Context: an optimization exercise on an open-source flow, tuned for small area and a short achievable clock period. The choices shown serve that exercise and are no tape-out recipe.
Power figures rest on the tool's default switching activity, not on a simulated workload.

==> module matriscarpici, before the edit <==
module matriscarpici #(parameter M=8)(
    input clk,
    input rst,
    input [M-1:0] matris_veri,
    input matris_gecerli,
    output reg [2*M+1:0] carpim_veri,
    output reg carpim_gecerli
    );
    reg [4:0] n;           
    reg [1:0] k;           
    reg [M-1:0] d_r;       
    reg [3:0] i_r;         
    reg t_r;               
    reg [2*M-1:0] p0, p1;  
    reg pv;                
    reg pf;                
    reg [M-1:0] s [0:7];   
    reg [2*M+1:0] f0, g0, f1, g1;  
    wire take = matris_gecerli && !n[4];
    wire shift_a = t_r && (!i_r[3] || i_r[0]);
    wire [2*M+1:0] sum0 = (pf ? {(2*M+2){1'b0}} : f0) + p0;
    wire [2*M+1:0] sum1 = (pf ? {(2*M+2){1'b0}} : f1) + p1;
    wire [2*M+1:0] g0_d = pv ? sum0 : g0;
    integer j;
    always @(posedge clk) begin
        d_r <= matris_veri;
        i_r <= n[3:0];
        t_r <= take && !rst;
        if (shift_a) begin
            for (j = 0; j < 7; j = j + 1)
                s[j] <= s[j+1];
            s[7] <= d_r;
        end
        p0 <= s[0] * d_r;
        p1 <= s[4] * d_r;
        pv <= t_r && i_r[3];
        pf <= (i_r[2:1] == 2'd0);
        if (pv) begin
            f0 <= g0;
            f1 <= g1;
            g1 <= sum1;
        end
        g0 <= g0_d;
        if (rst) begin
            n <= 0;
            k <= 0;
            carpim_veri <= 0;
            carpim_gecerli <= 0;
        end else if (n[4]) begin
            k <= k + 1;
            if (k == 2'd3)
                n <= 0;
            carpim_gecerli <= 1;
            carpim_veri <= k[1] ? (k[0] ? g1 : f1) : g0_d;
        end else begin
            if (take)
                n <= n + 1;
            carpim_veri <= 0;
            carpim_gecerli <= 0;
        end
    end
endmodule
clock: 9.5 ns
lec_check: 0
cap_margin: 20
core_margin: 2
core_utilization: 40
setup_slack_margin: 5
slew_margin: 20
run.sh (not shown) runs the stock make flow with config.mk's settings and CLKGATE_MAP_FILE= SYNTH_SCRIPT=/design/flow/synth_recipe.tcl, a recipe that flattens the netlist after the stock synthesis.
The starting point produced a clean layout.
==> next run, changes <==
--- a/flow/design.v
+++ b/flow/design.v
@@ -9,34 +9,36 @@
     );
     reg [4:0] n;           
     reg [1:0] k;           
     reg [M-1:0] d_r;       
     reg [3:0] i_r;         
     reg t_r;               
-    reg [2*M-1:0] p0, p1;  
+    reg [M+3:0] p0l, p0h, p1l, p1h;  
     reg pv;                
     reg pf;                
     reg [M-1:0] s [0:7];   
     reg [2*M+1:0] f0, g0, f1, g1;  
     wire take = matris_gecerli && !n[4];
     wire shift_a = t_r && (!i_r[3] || i_r[0]);
-    wire [2*M+1:0] sum0 = (pf ? {(2*M+2){1'b0}} : f0) + p0;
-    wire [2*M+1:0] sum1 = (pf ? {(2*M+2){1'b0}} : f1) + p1;
+    wire [2*M+1:0] sum0 = (pf ? {(2*M+2){1'b0}} : f0) + p0l + {p0h, 4'd0};
+    wire [2*M+1:0] sum1 = (pf ? {(2*M+2){1'b0}} : f1) + p1l + {p1h, 4'd0};
     wire [2*M+1:0] g0_d = pv ? sum0 : g0;
     integer j;
     always @(posedge clk) begin
         d_r <= matris_veri;
         i_r <= n[3:0];
         t_r <= take && !rst;
         if (shift_a) begin
             for (j = 0; j < 7; j = j + 1)
                 s[j] <= s[j+1];
             s[7] <= d_r;
         end
-        p0 <= s[0] * d_r;
-        p1 <= s[4] * d_r;
+        p0l <= s[0] * d_r[3:0];
+        p0h <= s[0] * d_r[7:4];
+        p1l <= s[4] * d_r[3:0];
+        p1h <= s[4] * d_r[7:4];
         pv <= t_r && i_r[3];
         pf <= (i_r[2:1] == 2'd0);
         if (pv) begin
             f0 <= g0;
             f1 <= g1;
             g1 <= sum1;
Worst setup slack is better by 0.54 ns.
Area after synthesis is higher by 2.0%.
Wire length is lower by 2.5%.
Combinational power is lower by 4.7%.
Die area is higher by 2.0%.
Utilization is lower by 1.8 points.
Design area is lower by 1.3%.
Fmax is higher by 14%.
Register-to-register slack is better by 0.54 ns.
Total power is higher by 4.0%.
Global-route usage is lower by 1.1 points.
Final cell count is lower by 1.8%.
Via count is lower by 4.7%.
No functional check of the RTL was part of any run of this note.

[afterwards: timing with drivers on the ports]
In the flow no input, the clock included, has a driving cell. The finished layouts below were timed again as built, in two steps. Step 1 sets driving cells, clkbuf_16 on the clock port and buf_2 on the other inputs (assumed; they add their load-dependent delay and slew). Step 2 moves the port delays by t, midway between the first and last clock arrival at a register: inputs arrive t later, outputs are due t later. That takes back most of the time a late clock gives input paths. Slacks: no drivers / after step 1 / after step 2; pairs: no drivers / after step 1.
run | t, ns | setup WS [ns] | worst setup path after step 2 | clock arrival spread, ns | worst data-port slew with drivers (ns)
the first run | 0.562 | 5.162 / 5.162 / 5.162 | register to register | 0.015 / 0.015 | 0.07
the second run | 0.576 | 5.705 / 5.705 / 5.705 | register to register | 0.022 / 0.022 | 0.03
After both steps setup and hold are still met in every run listed.
